Source: an optimization exercise on an open RTL-to-GDS flow (aim: small area). Production flows keep margins and buffers that such runs may drop.
The RTL was checked by simulation tests, not by an equivalence proof against the original design.
In every run shown here, the design's own scripts or RTL, not TritonCTS, make the clock network.
The flow treats the clock pin as an ideal source. Dropping or thinning the clock tree relies on that and would not hold on a real chip.
No activity file was given, so power comes from the tool's default toggle rates.

## flow/flow/run.sh

```bash
#!/bin/bash
# Own layout flow: the standard layout (standard.sh) with three changes:
#  - synthesis: the standard synthesis runs first (netlist and log kept in
#    std_synth/). Then the same script (flow/synth.tcl) runs once per ABC script
#    in flow/abc/ (area-oriented mappings of the logic between registers), four
#    at a time, each in its own ORFS work folder own_synth/NAME/orfs (logs there
#    and in own_synth/NAME/make.log); the smallest netlist is laid out.
#    Registers are the standard synthesis's cells, and get its instance names
#    (flow/rename_regs.py matches them by the net they drive).
#  - the port buffers use the smallest buffer cell;
#  - clock tree synthesis runs as usual (clkbuf_4, no dummy loads), and then
#    flow/post_cts.tcl replaces its tree by four buf_6 buffers that the clock
#    port drives, one per cluster of register clock pins.
# Every tool's output goes to a log file in this folder (std_synth.log,
# own_synth/*/make.log, standard_flow.log and ORFS's logs under orfs/logs/).
set -euo pipefail
W=$PWD
SUB=$FLOW_PLATFORM/EggTimer/base
R=$W/orfs/results/$SUB
L=$W/orfs/logs/$SUB
bash standard.sh synth > std_synth.log 2>&1
mkdir -p std_synth own_synth
cp $R/1_2_yosys.v std_synth/netlist.v
cp $L/1_2_yosys.log std_synth/1_2_yosys.log
export OWN_FLOW_DIR=$W/flow
export OWN_STD_NETLIST=$W/std_synth/netlist.v
one() {
  local s=$1 n; n=$(basename $s .abc)
  mkdir -p $W/own_synth/$n
  if OWN_ABC_SCRIPT=$s bash $W/standard.sh WORK_HOME=$W/own_synth/$n/orfs SYNTH_SCRIPT=$W/flow/synth.tcl synth > $W/own_synth/$n/make.log 2>&1; then
    grep -oE "Chip area for module .*: [0-9.]+" $W/own_synth/$n/orfs/reports/$SUB/synth_stat.txt | awk '{print $NF}' > $W/own_synth/$n/area.txt
  fi
}
i=0
for s in $W/flow/abc/*.abc; do
  one $s &
  i=$((i + 1))
  if (( i % 4 == 0 )); then wait; fi
done
wait
best=""; best_area=""
for s in $W/flow/abc/*.abc; do
  n=$(basename $s .abc)
  if [[ -s own_synth/$n/area.txt ]]; then
    a=$(cat own_synth/$n/area.txt)
    echo "$n $a" >> own_synth/areas.txt
    if [[ -z "$best" ]] || awk "BEGIN{exit !($a < $best_area)}"; then best=$n; best_area=$a; fi
  else
    echo "$n failed" >> own_synth/areas.txt
  fi
done
[[ -n "$best" ]]
echo "best $best $best_area" >> own_synth/areas.txt
rm -f $R/1_synth.odb $R/1_synth.sdc $R/1_2_yosys.v $R/1_2_yosys.sdc
cp own_synth/$best/orfs/results/$SUB/1_2_yosys.v own_synth/$best/orfs/results/$SUB/1_2_yosys.sdc $R/
export OWN_ABC_SCRIPT=$W/flow/abc/$best.abc
export BUFFER_PORTS_ARGS="-buffer_cell sky130_fd_sc_hd__buf_1"
export POST_CTS_TCL=$W/flow/post_cts.tcl
export CTS_ARGS="-sink_clustering_enable -repair_clock_nets -dont_use_dummy_load -buf_list sky130_fd_sc_hd__clkbuf_4"
bash standard.sh SYNTH_SCRIPT=$W/flow/synth.tcl finish > standard_flow.log 2>&1
```

## flow/flow/abc/j10s0.abc

```
strash
&get -n
&st
&deepsyn -J 10 -T 300 -S 0
&dch
&nf -R 1000 -p
&put
topo
```

## flow/flow/abc/j10s1.abc

```
strash
&get -n
&st
&deepsyn -J 10 -T 300 -S 1
&dch
&nf -R 1000 -p
&put
topo
```

## flow/flow/abc/j10s2.abc

```
strash
&get -n
&st
&deepsyn -J 10 -T 300 -S 2
&dch
&nf -R 1000 -p
&put
topo
```

## flow/flow/abc/j10s3.abc

```
strash
&get -n
&st
&deepsyn -J 10 -T 300 -S 3
&dch
&nf -R 1000 -p
&put
topo
```

## flow/flow/abc/j200s0.abc

```
strash
&get -n
&st
&deepsyn -J 200 -T 300 -S 0
&dch
&nf -R 1000 -p
&put
topo
```

## flow/flow/abc/j200s1.abc

```
strash
&get -n
&st
&deepsyn -J 200 -T 300 -S 1
&dch
&nf -R 1000 -p
&put
topo
```

## flow/flow/abc/j50s0.abc

```
strash
&get -n
&st
&deepsyn -J 50 -T 300 -S 0
&dch
&nf -R 1000 -p
&put
topo
```

## flow/flow/abc/j50s1.abc

```
strash
&get -n
&st
&deepsyn -J 50 -T 300 -S 1
&dch
&nf -R 1000 -p
&put
topo
```

## flow/flow/abc/j50s10.abc

```
strash
&get -n
&st
&deepsyn -J 50 -T 300 -S 10
&dch
&nf -R 1000 -p
&put
topo
```

## flow/flow/abc/j50s11.abc

```
strash
&get -n
&st
&deepsyn -J 50 -T 300 -S 11
&dch
&nf -R 1000 -p
&put
topo
```

## flow/flow/abc/j50s12.abc

```
strash
&get -n
&st
&deepsyn -J 50 -T 300 -S 12
&dch
&nf -R 1000 -p
&put
topo
```

## flow/flow/abc/j50s13.abc

```
strash
&get -n
&st
&deepsyn -J 50 -T 300 -S 13
&dch
&nf -R 1000 -p
&put
topo
```

## flow/flow/abc/j50s14.abc

```
strash
&get -n
&st
&deepsyn -J 50 -T 300 -S 14
&dch
&nf -R 1000 -p
&put
topo
```

## flow/flow/abc/j50s15.abc

```
strash
&get -n
&st
&deepsyn -J 50 -T 300 -S 15
&dch
&nf -R 1000 -p
&put
topo
```

## flow/flow/abc/j50s16.abc

```
strash
&get -n
&st
&deepsyn -J 50 -T 300 -S 16
&dch
&nf -R 1000 -p
&put
topo
```

## flow/flow/abc/j50s17.abc

```
strash
&get -n
&st
&deepsyn -J 50 -T 300 -S 17
&dch
&nf -R 1000 -p
&put
topo
```

## flow/flow/abc/j50s18.abc

```
strash
&get -n
&st
&deepsyn -J 50 -T 300 -S 18
&dch
&nf -R 1000 -p
&put
topo
```

## flow/flow/abc/j50s19.abc

```
strash
&get -n
&st
&deepsyn -J 50 -T 300 -S 19
&dch
&nf -R 1000 -p
&put
topo
```

## flow/flow/abc/j50s2.abc

```
strash
&get -n
&st
&deepsyn -J 50 -T 300 -S 2
&dch
&nf -R 1000 -p
&put
topo
```

## flow/flow/abc/j50s3.abc

```
strash
&get -n
&st
&deepsyn -J 50 -T 300 -S 3
&dch
&nf -R 1000 -p
&put
topo
```

## flow/flow/abc/j50s4.abc

```
strash
&get -n
&st
&deepsyn -J 50 -T 300 -S 4
&dch
&nf -R 1000 -p
&put
topo
```

## flow/flow/abc/j50s5.abc

```
strash
&get -n
&st
&deepsyn -J 50 -T 300 -S 5
&dch
&nf -R 1000 -p
&put
topo
```

## flow/flow/abc/j50s6.abc

```
strash
&get -n
&st
&deepsyn -J 50 -T 300 -S 6
&dch
&nf -R 1000 -p
&put
topo
```

## flow/flow/abc/j50s7.abc

```
strash
&get -n
&st
&deepsyn -J 50 -T 300 -S 7
&dch
&nf -R 1000 -p
&put
topo
```

## flow/flow/abc/j50s8.abc

```
strash
&get -n
&st
&deepsyn -J 50 -T 300 -S 8
&dch
&nf -R 1000 -p
&put
topo
```

## flow/flow/abc/j50s9.abc

```
strash
&get -n
&st
&deepsyn -J 50 -T 300 -S 9
&dch
&nf -R 1000 -p
&put
topo
```

## flow/flow/abc/nf2.abc

```
strash
&get -n
&st
&syn2
&dch -f
&nf -R 1000
&st
&syn2
&dch -f
&nf -R 1000
&put
topo
```

## flow/flow/post_cts.tcl

```tcl
# ORFS POST_CTS_TCL hook (flow/run.sh sets it): replace the clock tree that
# clock_tree_synthesis built with four buf_6 clock buffers, each driving the
# register clock pins of one cluster (k-means on pin positions); the clock
# port drives the four buffers directly. Then legalize the placement.
set block [ord::get_db_block]
set db [ord::get_db]
set cell sky130_fd_sc_hd__buf_6
set K 4
set master [$db findMaster $cell]
set clkport_net [$block findNet [get_full_name [lindex [get_property [lindex [all_clocks] 0] sources] 0]]]
set sinks {}
set bufs {}
foreach inst [$block getInsts] {
  set m [[$inst getMaster] getName]
  if { [string match "*clkbuf*" $m] && [string match "clkbuf_*" [$inst getName]] } { lappend bufs $inst; continue }
  foreach it [$inst getITerms] {
    if { [[$it getMTerm] getName] eq "CLK" } { lappend sinks $it }
  }
}
set nets {}
foreach b $bufs {
  foreach it [$b getITerms] {
    set n [$it getNet]
    if { $n ne "NULL" && [$n getName] ne [$clkport_net getName] && [$n getSigType] ne "POWER" && [$n getSigType] ne "GROUND" } { lappend nets $n }
  }
}
set pts {}
foreach it $sinks {
  set bb [[$it getInst] getBBox]
  lappend pts [list [expr {([$bb xMin] + [$bb xMax]) / 2.0}] [expr {([$bb yMin] + [$bb yMax]) / 2.0}]]
  $it disconnect
}
foreach b $bufs { odb::dbInst_destroy $b }
foreach n [lsort -unique $nets] { catch { odb::dbNet_destroy $n } }
# k-means, deterministic start: sinks sorted by x+y, evenly spaced
set order [lsort -real -indices [lmap p $pts {expr {[lindex $p 0] + [lindex $p 1]}}]]
set cent {}
for {set k 0} {$k < $K} {incr k} {
  lappend cent [lindex $pts [lindex $order [expr {int(($k + 0.5) * [llength $pts] / $K)}]]]
}
for {set iter 0} {$iter < 50} {incr iter} {
  set asg {}
  foreach p $pts {
    set best 0; set bd 1e30
    for {set k 0} {$k < $K} {incr k} {
      set c [lindex $cent $k]
      set d [expr {abs([lindex $p 0] - [lindex $c 0]) + abs([lindex $p 1] - [lindex $c 1])}]
      if { $d < $bd } { set bd $d; set best $k }
    }
    lappend asg $best
  }
  set nc {}
  for {set k 0} {$k < $K} {incr k} {
    set sx 0; set sy 0; set cnt 0
    foreach p $pts a $asg { if { $a == $k } { set sx [expr {$sx + [lindex $p 0]}]; set sy [expr {$sy + [lindex $p 1]}]; incr cnt } }
    if { $cnt > 0 } { lappend nc [list [expr {$sx / $cnt}] [expr {$sy / $cnt}]] } else { lappend nc [lindex $cent $k] }
  }
  set cent $nc
}
$clkport_net setSigType CLOCK
for {set k 0} {$k < $K} {incr k} {
  set nb [odb::dbInst_create $block $master "clkbuf_leaf_$k"]
  set c [lindex $cent $k]
  $nb setLocation [expr {int([lindex $c 0])}] [expr {int([lindex $c 1])}]
  $nb setPlacementStatus PLACED
  set nn [odb::dbNet_create $block "clknet_leaf_$k"]
  $nn setSigType CLOCK
  [$nb findITerm A] connect $clkport_net
  [$nb findITerm X] connect $nn
  set cnt 0
  foreach it $sinks a $asg { if { $a == $k } { $it connect $nn; incr cnt } }
  puts "kbuf: buffer $k ($cell) drives $cnt clock pins"
}
global_connect
detailed_placement
check_placement -verbose
```

## flow/flow/rename_regs.py

```python
#!/usr/bin/env python3
"""Give each register of our netlist the instance name the standard synthesis
gave the register that drives the same net (registers are matched by their Q
net, and the cell type must match). An unrelated net or cell that already uses
such a name is renamed out of the way first. usage: rename_regs.py STD.v OWN.v"""
import re, sys

INST = re.compile(r'^\s*(sky130_fd_sc_hd__\w+)\s+(\\\S+|[A-Za-z_][\w$]*)\s*\(', re.M)

def regs(text):
    out = {}
    for m in INST.finditer(text):
        cell, name = m.group(1), m.group(2)
        if not re.search(r'__(s?e?df|sdf)', cell):
            continue
        body = text[m.end():text.index(';', m.end())]
        q = re.search(r'\.Q\(\s*(\\\S+|[\w$\[\]]+)\s*\)', body)
        if not q:
            sys.exit(f'register {name} has no Q connection')
        out[name] = (cell, q.group(1).strip())
    return out

def tok(name):
    if name.startswith('\\'):
        return re.compile(re.escape(name) + r'(?=\s)')
    return re.compile(r'(?<![\w$\\])' + re.escape(name) + r'(?![\w$])')

def sub(text, old, new):
    return tok(old).sub(lambda m: new, text)

std_text = open(sys.argv[1]).read()
text = open(sys.argv[2]).read()
std = {q: (name, cell) for name, (cell, q) in regs(std_text).items()}
own = regs(text)
if len(std) != len(own):
    sys.exit(f'register count differs: standard {len(std)}, own {len(own)}')
plan = []
for name, (cell, q) in own.items():
    if q not in std:
        sys.exit(f'no standard register drives {q}')
    sname, scell = std[q]
    if scell != cell:
        sys.exit(f'register on {q}: cell {cell}, standard {scell}')
    if sname != name:
        plan.append((name, sname))
for i, (name, _) in enumerate(plan):
    text = sub(text, name, f'my_tmp_reg_{i}')
n = 0
for _, sname in plan:
    if tok(sname).search(text):
        while tok(f'_own{n}_').search(text):
            n += 1
        text = sub(text, sname, f'_own{n}_' if not sname.startswith('\\') else f'\\own{n}_' )
        n += 1
for i, (_, sname) in enumerate(plan):
    text = sub(text, f'my_tmp_reg_{i}', sname + (' ' if sname.startswith('\\') else ''))
check = regs(text)
assert {q: (nm, c) for nm, (c, q) in check.items()} == std, 'renaming failed'
open(sys.argv[2], 'w').write(text)
print(f'renamed {len(plan)} registers')
```

## flow/flow/synth.tcl

```tcl
# The standard synthesis script (synth_recipe.tcl), with two changes: the
# ABC step maps the combinational logic with flow/synth.abc (area-oriented)
# instead of ORFS's speed script, and the registers, which ABC does not touch,
# get the instance names the standard synthesis gave them (flow/rename_regs.py,
# matching each register by the net it drives).
proc synth {args} { yosys synth -nofsm -noshare {*}$args }
proc abc {args} {
  set i [lsearch -exact $args -script]
  if { $i >= 0 } { lset args [expr {$i + 1}] $::env(OWN_ABC_SCRIPT) }
  yosys abc {*}$args
}
source $::env(SCRIPTS_DIR)/synth.tcl
# left out here: clear keep_hierarchy, flatten, clean up, hide names made inside functions, write 1_2_yosys.v
puts [exec python3 $::env(OWN_FLOW_DIR)/rename_regs.py $::env(OWN_STD_NETLIST) $::env(RESULTS_DIR)/1_2_yosys.v]
```

## flow/standard.sh

```bash
#!/bin/bash
# synth_recipe.tcl (not shown) runs the flow's synth.tcl, then flattens the netlist and writes it again
# the make line also repeats each setting of config.mk as NAME=value (left out here)
make -C /OpenROAD-flow-scripts/flow DESIGN_CONFIG=/design/flow/config.mk WORK_HOME=/design/flow/orfs CLKGATE_MAP_FILE= SYNTH_SCRIPT=/design/flow/synth_recipe.tcl "${@:-finish}"
```

## flow/config.mk

```make
export PLATFORM = sky130hd
export DESIGN_NAME = EggTimer
export DESIGN_NICKNAME = EggTimer
export VERILOG_FILES = /design/flow/design.v
export SDC_FILE = /design/flow/constraint.sdc
export NUM_CORES = 4
export LEC_CHECK = 0
export CAP_MARGIN = 20
export CORE_MARGIN = 2
export CORE_UTILIZATION = 40
export SLEW_MARGIN = 20
```

## flow/constraint.sdc

```tcl
create_clock -name core_clock -period 20.0 [get_ports {CLOCK_50}]
set_input_delay 4.0000 -clock core_clock [delete_from_list [all_inputs] [get_ports {CLOCK_50}]]
set_output_delay 4.0000 -clock core_clock [all_outputs]
set_load 0.01 [all_outputs]
```

## flow/design.v

```verilog
module EggTimer(CLOCK_50, KEY, SW, HEX3, HEX2, HEX1, HEX0, LEDR);
	input CLOCK_50;
	input [2:0] KEY;
	input [7:0] SW;
	output [6:0] HEX3;
	output [6:0] HEX2;
	output [6:0] HEX1;
	output [6:0] HEX0;
	output [9:0] LEDR;
	wire clk = CLOCK_50;
	wire reset = ~KEY[0];
	wire set = ~KEY[1];
	wire startStop = ~KEY[2];
	reg [13:0] ca;
	reg ba;
	wire fa = ca[13] ^ (ca[5] & ca[8]);
	wire lastA = (ca[13] & ca[12] & ca[11] & ~ca[10] & ca[9] & ~ca[8] & ~ca[7] & ~ca[4] & ~ca[3] & ~ca[2] & ~ca[1] & ~ca[0]);   
	wire prevA = (~ca[13] & ~ca[12] & ~ca[11] & ~ca[10] & ca[9] & ~ca[8] & ca[7] & ca[6] & ca[3] & ca[2] & ca[1] & ca[0]);   
	wire step = lastA & ~ba;    
	wire pre = prevA & ~ba;     
	always @(posedge clk) begin
		ca <= (reset | lastA) ? 14'd0 : {~ca[12:0], fa};
		ba <= ~reset & (ba ^ lastA);
	end
	reg [13:0] cb;
	reg bb;
	wire fb = cb[13] ^ (cb[5] & cb[8]);
	wire lastB = (cb[13] & cb[10] & cb[9] & cb[8] & cb[7] & cb[5] & ~cb[4] & ~cb[3] & cb[2] & cb[1] & ~cb[0]);   
	always @(posedge clk) begin
		cb <= (reset | lastB) ? 14'd0 : {~cb[12:0], fb};
		bb <= ~reset & (bb ^ lastB);
	end
	reg [3:0] so_n, mo_n;
	reg [2:0] st_n, mt_n;
	wire [3:0] so = ~so_n, mo = ~mo_n;
	wire [2:0] st = ~st_n, mt = ~mt_n;
	wire zso = (so == 4'd0);
	wire zst = (st == 3'd0);
	wire zmo = (mo == 4'd0);
	wire zmt = (mt == 3'd0);
	wire flat = zso & zst & zmo & zmt;
	reg [2:0] state;
	localparam SS = 3'd0;
	localparam SM1 = 3'd1;
	localparam SM0 = 3'd3;
	localparam SM = 3'd2;
	localparam W = 3'd7;
	localparam R = 3'd6;
	localparam F = 3'd4;
	wire [2:0] nstate;
	assign nstate[0] = (state[0] & state[2] & ~startStop) | (~state[2] & set) | (~state[0] & state[1] & state[2] & startStop) | (state[0] & ~state[2] & pre);
	assign nstate[1] = (state[0]) | (state[1] & ~flat) | (~state[2] & set & pre) | (state[1] & ~state[2]) | (state[1] & startStop);
	assign nstate[2] = (state[2]) | (state[0] & set) | (state[1] & set);
	wire shift = (~state[1]) | (state[0]);
	wire holdsel = (state[0]) | (state[1]);
	wire loadsel = (~state[2]);
	wire ldhisel = (~state[0] & state[1] & ~state[2]);
	wire decsel = (~state[0] & state[1] & state[2]);
	wire ledsel = (~state[1] & state[2]);
	wire keepsel = (~state[0] & state[1] & ~state[2]);
	wire setsel = (~state[2]);
	always @(posedge clk) state <= reset ? SS : nstate;
	reg [3:0] cO; reg [2:0] cT;
	always @(*) begin
		case (SW[3:0])
			4'd0: cO = 4'd0;
			4'd1: cO = 4'd1;
			4'd2: cO = 4'd2;
			4'd3: cO = 4'd3;
			4'd4: cO = 4'd4;
			4'd5: cO = 4'd5;
			4'd6: cO = 4'd6;
			4'd7: cO = 4'd7;
			4'd8: cO = 4'd8;
			4'd9: cO = 4'd9;
			4'd10: cO = 4'd9;
			4'd11: cO = 4'd9;
			4'd12: cO = 4'd9;
			4'd13: cO = 4'd9;
			4'd14: cO = 4'd9;
			4'd15: cO = 4'd9;
		endcase
		case (SW[7:4])
			4'd0: cT = 3'd0;
			4'd1: cT = 3'd7;
			4'd2: cT = 3'd4;
			4'd3: cT = 3'd6;
			4'd4: cT = 3'd3;
			4'd5: cT = 3'd2;
			4'd6: cT = 3'd2;
			4'd7: cT = 3'd2;
			4'd8: cT = 3'd2;
			4'd9: cT = 3'd2;
			4'd10: cT = 3'd2;
			4'd11: cT = 3'd2;
			4'd12: cT = 3'd2;
			4'd13: cT = 3'd2;
			4'd14: cT = 3'd2;
			4'd15: cT = 3'd2;
		endcase
	end
	wire [3:0] dso;
	assign dso[0] = (~so[0]);
	assign dso[1] = (~so[0] & so[3]) | (so[0] & so[1]) | (~so[0] & ~so[1] & so[2]);
	assign dso[2] = (~so[0] & so[3]) | (so[0] & so[2]) | (so[1] & so[2]);
	assign dso[3] = (~so[0] & ~so[1] & ~so[2] & ~so[3]) | (so[0] & so[3]);
	wire [2:0] dst;
	assign dst[0] = (~st[0] & st[1] & ~st[2]) | (~st[1] & st[2]);
	assign dst[1] = (~st[2]) | (~st[1]);
	assign dst[2] = (st[0] & ~st[2]) | (~st[0] & st[2]);
	wire [3:0] dmo;
	assign dmo[0] = (~mo[0]);
	assign dmo[1] = (~mo[0] & mo[3]) | (mo[0] & mo[1]) | (~mo[0] & ~mo[1] & mo[2]);
	assign dmo[2] = (~mo[0] & mo[3]) | (mo[0] & mo[2]) | (mo[1] & mo[2]);
	assign dmo[3] = (~mo[0] & ~mo[1] & ~mo[2] & ~mo[3]) | (mo[0] & mo[3]);
	wire [2:0] dmt;
	assign dmt[0] = (~mt[0] & mt[1] & ~mt[2]) | (~mt[1] & mt[2]);
	assign dmt[1] = (~mt[2]) | (~mt[1]);
	assign dmt[2] = (mt[0] & ~mt[2]) | (~mt[0] & mt[2]);
	reg [6:0] lo, hi;
	wire [6:0] c = {cT, cO};
	wire hold = pre & holdsel;
	always @(posedge clk) begin
		lo <= ({7{shift}} & hi) | ({7{keepsel}} & lo);
		hi <= ({7{setsel & ~hold}} & c) | ({7{hold}} & hi);
	end
	wire load = step & loadsel;
	wire dec = step & decsel & ~flat;
	wire loadhi = step & ldhisel;   
	wire nr = ~reset;
	wire dst_en = dec & zso, dmo_en = dec & zso & zst, dmt_en = dec & zso & zst & zmo;
	wire so_l = nr & load, so_d = nr & dec, so_h = nr & ~load & ~dec;
	always @(posedge clk) so_n <= ~(({4{so_l}} & lo[3:0]) | ({4{so_d}} & dso) | ({4{so_h}} & so));
	wire st_l = nr & load, st_d = nr & dst_en, st_h = nr & ~load & ~dst_en;
	always @(posedge clk) st_n <= ~(({3{st_l}} & lo[6:4]) | ({3{st_d}} & dst) | ({3{st_h}} & st));
	wire mo_l = nr & loadhi, mo_d = nr & dmo_en, mo_h = nr & ~loadhi & ~dmo_en;
	always @(posedge clk) mo_n <= ~(({4{mo_l}} & hi[3:0]) | ({4{mo_d}} & dmo) | ({4{mo_h}} & mo));
	wire mt_l = nr & loadhi, mt_d = nr & dmt_en, mt_h = nr & ~loadhi & ~dmt_en;
	always @(posedge clk) mt_n <= ~(({3{mt_l}} & hi[6:4]) | ({3{mt_d}} & dmt) | ({3{mt_h}} & mt));
	reg led;
	always @(posedge clk) led <= ledsel & bb;
	assign LEDR = {10{led}};
	assign HEX0[0] = (so[0] & ~so[1] & ~so[2] & ~so[3]) | (~so[0] & ~so[1] & so[2]);
	assign HEX0[1] = (so[0] & ~so[1] & so[2]) | (~so[0] & so[1] & so[2]);
	assign HEX0[2] = (~so[0] & so[1] & ~so[2]);
	assign HEX0[3] = (so[0] & ~so[1] & ~so[2]) | (~so[0] & ~so[1] & so[2]) | (so[0] & so[1] & so[2]);
	assign HEX0[4] = (so[0]) | (~so[1] & so[2]);
	assign HEX0[5] = (so[0] & ~so[2] & ~so[3]) | (so[1] & ~so[2]) | (so[0] & so[1]);
	assign HEX0[6] = (~so[1] & ~so[2] & ~so[3]) | (so[0] & so[1] & so[2]);
	assign HEX1[0] = (st[0]);
	assign HEX1[1] = (~st[0] & st[1] & ~st[2]);
	assign HEX1[2] = (~st[1] & st[2]);
	assign HEX1[3] = (st[0]);
	assign HEX1[4] = (st[1]);
	assign HEX1[5] = (st[2]);
	assign HEX1[6] = (~st[1] & ~st[2]) | (st[0] & st[2]);
	assign HEX2[0] = (mo[0] & ~mo[1] & ~mo[2] & ~mo[3]) | (~mo[0] & ~mo[1] & mo[2]);
	assign HEX2[1] = (mo[0] & ~mo[1] & mo[2]) | (~mo[0] & mo[1] & mo[2]);
	assign HEX2[2] = (~mo[0] & mo[1] & ~mo[2]);
	assign HEX2[3] = (mo[0] & ~mo[1] & ~mo[2]) | (~mo[0] & ~mo[1] & mo[2]) | (mo[0] & mo[1] & mo[2]);
	assign HEX2[4] = (mo[0]) | (~mo[1] & mo[2]);
	assign HEX2[5] = (mo[0] & ~mo[2] & ~mo[3]) | (mo[1] & ~mo[2]) | (mo[0] & mo[1]);
	assign HEX2[6] = (~mo[1] & ~mo[2] & ~mo[3]) | (mo[0] & mo[1] & mo[2]);
	assign HEX3[0] = (mt[0]);
	assign HEX3[1] = (~mt[0] & mt[1] & ~mt[2]);
	assign HEX3[2] = (~mt[1] & mt[2]);
	assign HEX3[3] = (mt[0]);
	assign HEX3[4] = (mt[1]);
	assign HEX3[5] = (mt[2]);
	assign HEX3[6] = (~mt[1] & ~mt[2]) | (mt[0] & mt[2]);
endmodule
```

==> flow_metrics.tcl, run 1 <==
set metrics [dict create \
    fill_cells 632 \
    synth.avg_cell_area_um2 8.861 \
    period_share_pct 30.82 \
    maxCapViolCount 0 \
    port_buffers 49 \
    crit_type "primary input to flop" \
    netlist_instances 267 \
    cts_sinks 62 \
    antenna_found_initial 0 \
    nets 323 \
    fin_crit_ns 6.165 \
    hpwlAfterDp_mm 3.588 \
    drive_gt1_share_pct 1.299 \
    rsz0062_at_grt "no" \
    drtIter0Drc 115 \
    grt_usage_pct 15.23 \
    status "complete, no violations" \
    pre_cts_slack_ns 13.70 \
    maxSlewViolCount 0 \
    ir_drop_mv 0.05112 \
    rows 28 \
    start_kind "primary input" \
    worstMarginPinSlew_ns 0.7014 \
    dp.cells 379 \
    ys.warnings.count 1 \
    antenna_cells 0 \
    coreArea_um2 5816 \
    die_y_um 80.91 \
    ant_nets 0 \
    vias 1938 \
    timing.fmax_ghz 0.1622 \
    finClkSkew_ns 0.01014 \
    cp_cell_sequence "buf_1, clkinv_1, nor2_1, and4_1, nand3_1, nor2_1, nor2_1, a221oi_1" \
    area_delta_synth_final_pct 9.836 \
    critPathCaptureType "flop" \
    grt_pass1_wl_mm 7.721 \
    hold_path_class "flop to flop" \
    dr.pass1.iters 5 \
    multi_input_area_um2 1001 \
    crit_path_frequent_cell "nor2_1" \
    seqCellArea_um2 1241 \
    gp_congestion 0.8297 \
    setup_violations 0 \
    clk_pin_slew_worst_paths_ns 0.11 \
    hold_violations 0 \
    power_density_nw_per_um2 74.60 \
    dieArea_um2 6546 \
    synth_area_um2 2366 \
    arrival_ns 6.21 \
    setup_ws_ns 13.84 \
    slowest_stage "clkinv_1" \
    stdcell_count 383 \
    post_drt_wl_per_cell_um 12.21 \
    routed_wl_mm 4.678 \
    grt_pass1_vias 1619 \
    final.setup.tns_ns 0 \
    num_io_pins 50 \
    grt-ovfl-total 0 \
    via_per_inst 5.060 \
    grt_max_degree 17 \
    drcViolationCount 0 \
    cp.required_ns 20.05 \
    initial_core_util_pct 40.68 \
    die_w_um 80.91 \
    syn_nets 280 \
    power.leakage_nw 1.040 \
    r2r_setup_slack_ns 16.87 \
    crit_fanout 14 \
    max_slew_margin_pct 52.88 \
    max_stage_delay_ns 0.43 \
    clock_latency_ns 0.13 \
]
[metrics by stage]
stage	hold WS (ns)	power [mW]	util, %	cell area [um2]
after global placement	0.3692	0.1501	43.91	2554
after detailed placement	0.3734	0.1505	43.91	2554
final	0.3886	0.1939	44.69	2599
after floorplan	0.3682	0.1454	-	2366
after global routing	0.3975	0.2033	44.69	2599
[metal layers]
layer  global-route usage (%)  share of wire, %
met5                        0                 0
met4                    3.559              0.86
met3                    4.000               4.6
met2                    22.81                41
met1                    21.93                54
[flip-flops by register name (all words and copies together), names as in the netlist]
| signal | cells |
|---|---|
| cb | 14 |
| hi | 7 |
| led | 1 |
| ba | 1 |
| lo | 7 |
| st_n | 3 |
| state | 3 |
| mo_n | 4 |
| ca | 14 |
| bb | 1 |
| so_n | 4 |
| mt_n | 3 |
[worst paths after layout]
path	startpoint	depth (start not counted)	to
worst min register to register	cb[11]	1	cb[12]
worst min-delay path	cb[11]	1	cb[12]
worst max-delay path	KEY[0]	8	mt_n[1]
worst max register to register	ca[8]	12	mt_n[1]
[power by group]
part / internal, mW / switching [mW] / total (mW)
Combinational: 0.00497 / 0.00614 / 0.0111
Clock: 0.0161 / 0.0302 / 0.0463
Sequential: 0.131 / 0.00563 / 0.136
Total: 0.152 / 0.0420 / 0.194
[cell type report]
| class | count | share of cell area (%) |
|---|---|---|
| tap | 75 | 3.611 |
| inverter | 9 | 1.300 |
| timing repair buffer | 49 | 7.078 |
| sequential | 62 | 47.76 |
| buffer | 4 | 1.733 |
| multi-input combinational | 184 | 38.52 |
[critical path: cells and delay by family]
family	cells	cell delay, ns
AOI/OAI and AO/OA	1	0.24
buffers and inverters	2	0.68
and+or+nand+nor	5	1.29
[placed cells by master (no fill, tap or decap), types with 3 or more instances in the layout]
master    instances
nor4_1            3
o22ai_1           3
nand3_1          10
a22o_1           11
a211oi_1          6
a221oi_1          3
dfxtp_1          62
a21oi_1          15
nor2_1           58
nand4_1           3
nor2b_1           3
o31ai_1           3
o21ai_0           7
nor3_1            7
clkinv_1          9
nand2_1          20
buf_1            49
buf_6             4
nand2b_1         10
==> inputs of run 2 (changes only) <==
--- a/flow/design.v
+++ b/flow/design.v
@@ -84,17 +84,17 @@
 			4'd0: cT = 3'd0;
-			4'd1: cT = 3'd7;
-			4'd2: cT = 3'd4;
-			4'd3: cT = 3'd6;
-			4'd4: cT = 3'd3;
-			4'd5: cT = 3'd2;
-			4'd6: cT = 3'd2;
-			4'd7: cT = 3'd2;
-			4'd8: cT = 3'd2;
-			4'd9: cT = 3'd2;
-			4'd10: cT = 3'd2;
-			4'd11: cT = 3'd2;
-			4'd12: cT = 3'd2;
-			4'd13: cT = 3'd2;
-			4'd14: cT = 3'd2;
-			4'd15: cT = 3'd2;
+			4'd1: cT = 3'd1;
+			4'd2: cT = 3'd2;
+			4'd3: cT = 3'd3;
+			4'd4: cT = 3'd4;
+			4'd5: cT = 3'd5;
+			4'd6: cT = 3'd5;
+			4'd7: cT = 3'd5;
+			4'd8: cT = 3'd5;
+			4'd9: cT = 3'd5;
+			4'd10: cT = 3'd5;
+			4'd11: cT = 3'd5;
+			4'd12: cT = 3'd5;
+			4'd13: cT = 3'd5;
+			4'd14: cT = 3'd5;
+			4'd15: cT = 3'd5;
 		endcase
@@ -107,5 +107,5 @@
 	wire [2:0] dst;
-	assign dst[0] = (~st[0] & st[1] & ~st[2]) | (~st[1] & st[2]);
-	assign dst[1] = (~st[2]) | (~st[1]);
-	assign dst[2] = (st[0] & ~st[2]) | (~st[0] & st[2]);
+	assign dst[0] = (~st[0]);
+	assign dst[1] = (st[0] & st[1]) | (~st[0] & st[2]);
+	assign dst[2] = (~st[0] & ~st[1] & ~st[2]) | (st[0] & st[2]);
 	wire [3:0] dmo;
@@ -116,5 +116,5 @@
 	wire [2:0] dmt;
-	assign dmt[0] = (~mt[0] & mt[1] & ~mt[2]) | (~mt[1] & mt[2]);
-	assign dmt[1] = (~mt[2]) | (~mt[1]);
-	assign dmt[2] = (mt[0] & ~mt[2]) | (~mt[0] & mt[2]);
+	assign dmt[0] = (~mt[0]);
+	assign dmt[1] = (mt[0] & mt[1]) | (~mt[0] & mt[2]);
+	assign dmt[2] = (~mt[0] & ~mt[1] & ~mt[2]) | (mt[0] & mt[2]);
 	reg [6:0] lo, hi;
@@ -149,9 +149,9 @@
 	assign HEX0[6] = (~so[1] & ~so[2] & ~so[3]) | (so[0] & so[1] & so[2]);
-	assign HEX1[0] = (st[0]);
-	assign HEX1[1] = (~st[0] & st[1] & ~st[2]);
-	assign HEX1[2] = (~st[1] & st[2]);
-	assign HEX1[3] = (st[0]);
-	assign HEX1[4] = (st[1]);
-	assign HEX1[5] = (st[2]);
-	assign HEX1[6] = (~st[1] & ~st[2]) | (st[0] & st[2]);
+	assign HEX1[0] = (st[0] & ~st[1] & ~st[2]) | (~st[0] & st[2]);
+	assign HEX1[1] = (st[0] & st[2]);
+	assign HEX1[2] = (~st[0] & st[1]);
+	assign HEX1[3] = (st[0] & ~st[1] & ~st[2]) | (~st[0] & st[2]);
+	assign HEX1[4] = (st[0]) | (st[2]);
+	assign HEX1[5] = (st[0] & ~st[2]) | (st[1]);
+	assign HEX1[6] = (~st[1] & ~st[2]);
 	assign HEX2[0] = (mo[0] & ~mo[1] & ~mo[2] & ~mo[3]) | (~mo[0] & ~mo[1] & mo[2]);
@@ -163,9 +163,9 @@
 	assign HEX2[6] = (~mo[1] & ~mo[2] & ~mo[3]) | (mo[0] & mo[1] & mo[2]);
-	assign HEX3[0] = (mt[0]);
-	assign HEX3[1] = (~mt[0] & mt[1] & ~mt[2]);
-	assign HEX3[2] = (~mt[1] & mt[2]);
-	assign HEX3[3] = (mt[0]);
-	assign HEX3[4] = (mt[1]);
-	assign HEX3[5] = (mt[2]);
-	assign HEX3[6] = (~mt[1] & ~mt[2]) | (mt[0] & mt[2]);
+	assign HEX3[0] = (mt[0] & ~mt[1] & ~mt[2]) | (~mt[0] & mt[2]);
+	assign HEX3[1] = (mt[0] & mt[2]);
+	assign HEX3[2] = (~mt[0] & mt[1]);
+	assign HEX3[3] = (mt[0] & ~mt[1] & ~mt[2]) | (~mt[0] & mt[2]);
+	assign HEX3[4] = (mt[0]) | (mt[2]);
+	assign HEX3[5] = (mt[0] & ~mt[2]) | (mt[1]);
+	assign HEX3[6] = (~mt[1] & ~mt[2]);
 endmodule
==> run 2 against run 1 <==
Net effect:
- setup slack worse by 0.0054 ns
- fmax is essentially flat
- final area decreased by 0.87%
- combinational power hardly changed
- highest routed layer unchanged
==> flow_metrics.tcl, run 2 <==
set metrics [dict create \
    status "complete, no violations" \
    synth_area_um2 2347 \
    period_share_pct 30.85 \
    drive_gt1_share_pct 1.351 \
    rows 27 \
    num_io_pins 50 \
    routed.top_layer "met4" \
    top_regs "ca: 14 flops, cb: 14 flops" \
    ys.warnings.count 1 \
    fill_cells 561 \
    maxSlewViolCount 0 \
    crit_fanout 14 \
    hold_violations 0 \
    fin_crit_ns 6.170 \
    power_density_nw_per_um2 75.08 \
    die_y_um 80.61 \
    grt_pass1_wl_mm 7.790 \
    holdPathStages 1 \
    met1Wirelength_mm 2.338 \
    maxCapViolCount 0 \
    ant_nets 0 \
    cts_sinks 62 \
    final_common_cell "dfxtp_1" \
    utilization_pct 46.22 \
    max_slew_margin_pct 50.17 \
    grt-ovfl-total 0 \
    ir_drop_mv 0.03857 \
    rsz0062_at_grt "no" \
    dr.pass1.iters 4 \
    drtIter0Drc 88 \
    vias 1916 \
    crit_type "primary input to flop" \
    total_power_mw 0.1934 \
    dieArea_um2 6497 \
    die_w_um 80.61 \
    drcViolationCount 0 \
    hold_path_class "flop to flop" \
    antenna_cells 0 \
    setup_violations 0 \
    post_drt_wl_per_cell_um 12.44 \
    gp_congestion 0.7451 \
    timing.fmax_ghz 0.1621 \
    layout_common_cells "dfxtp_1 (62), buf_1 (49), nor2_1 (46)" \
    clk_pin_slew_worst_paths_ns 0.10 \
    final.setup.tns_ns 0 \
    power.leakage_nw 0.9781 \
    start_kind "primary input" \
    area_delta_synth_final_pct 9.755 \
    via_per_inst 5.207 \
    nets 311 \
    hold_slack_ns 0.3889 \
    grt_pass1_vias 1659 \
    cp.required_ns 20.04 \
    arrival_ns 6.21 \
    clock_latency_ns 0.14 \
    syn_nets 268 \
    port_buffers 49 \
    wl_met2_mm 1.976 \
    routed_wl_mm 4.578 \
    finClkSkew_ns 0.02643 \
    grt_max_degree 19 \
    ff2ff_path_depth 15 \
    setup_ws_ns 13.83 \
    synth.avg_cell_area_um2 9.205 \
    pre_cts_slack_ns 13.71 \
    initial_core_util_pct 42.11 \
    wl_met3_um 189 \
    hpwlAfterDp_mm 3.390 \
    worstMarginPinSlew_ns 0.7458 \
    coreArea_um2 5574 \
    grt_usage_pct 15.26 \
    critPathCaptureType "flop" \
    netlist_instances 255 \
    antenna_found_initial 0 \
]
==> run 2: cell types whose count changed in the layout (fill, tap and decap cells not counted), moves of 3 or more <==
cell / change
nor2_1: -12
a32o_1: +3
nor3_1: +6
nand3_1: -5
nor2b_1: +5
and2_0: +4
a21oi_1: -6
clkinv_1: -3
nand2_1: -4
==> run 2: area by class of cell <==
type | count | area, um2 | area share, %
sequential | 62 | 1241 | 48.18
multi-input combinational | 175 | 993.5 | 38.56
timing repair buffer | 49 | 183.9 | 7.139
tap | 72 | 90.09 | 3.497
buffer | 4 | 45.04 | 1.748
inverter | 6 | 22.52 | 0.8742
==> run 2: stage by stage <==
stage	std cells	cell area (um2)
3_3_place_gp	364	2531
2_1_floorplan	255	2347
5_1_grt	368	2576
3_5_place_dp	364	2531
6_report	368	2576
==> run 2: worst paths after layout <==
| check | from | to | slack, ns |
|---|---|---|---|
| setup / recovery | KEY[0] | mt_n[1] | 13.83 |
| hold / removal | ca[10] | ca[11] | 0.39 |
| setup reg to reg | ca[8] | mt_n[1] | 16.06 |
| hold reg to reg | ca[10] | ca[11] | 0.39 |
==> run 2: power by group <==
part | internal (mW) | switching [mW]
clock network | 0.0161 | 0.0295
logic | 0.00525 | 0.00570
registers | 0.131 | 0.00579
total | 0.152 | 0.0410
==> run 2: per-layer routing <==
layer	up-vias	track usage [%]
met2	41	22.92
met3	6	3.708
met5	-	0
met4	0	4.746
li1	996	-
met1	873	21.54
==> run 2: critical path: stages <==
cell	delay, ns
buf_1	0.42
nand2_1	0.18
nor2_1	0.22
nand2_1	0.10
nor2_1	0.40
nand2_1	0.16
nor2_1	0.20
and2_0	0.25
nor3_1	0.08
a221oi_1	0.19

[afterwards: timing with drivers on the ports]
Ports are ideal in the flow. The routed layouts listed here were re-timed in OpenROAD. Step 1 (the two cells are an assumption about what drives the block):
set clk [get_ports {CLOCK_50}]
set_driving_cell -lib_cell sky130_fd_sc_hd__clkbuf_16 $clk
set_driving_cell -lib_cell sky130_fd_sc_hd__buf_2 [delete_from_list [all_inputs] $clk]
Step 2 also shifts input and output timing later by t, the mid clock arrival at the registers, as if the neighbouring blocks saw the same clock. Three values: ideal ports, drivers, drivers and shift; two values: the first two.
run	t, ns	setup slack, ns	worst setup path at the end	cell pins on the clock port's net
run 1	0.186	13.835 / 13.865 / 13.678	input to register	4
run 2	0.182	13.830 / 13.864 / 13.682	input to register	4
After both steps every run listed still meets setup and hold. For run 1, which loses most, drivers alone change the setup slack by +0.030 ns; drivers and shift together by -0.157 ns.
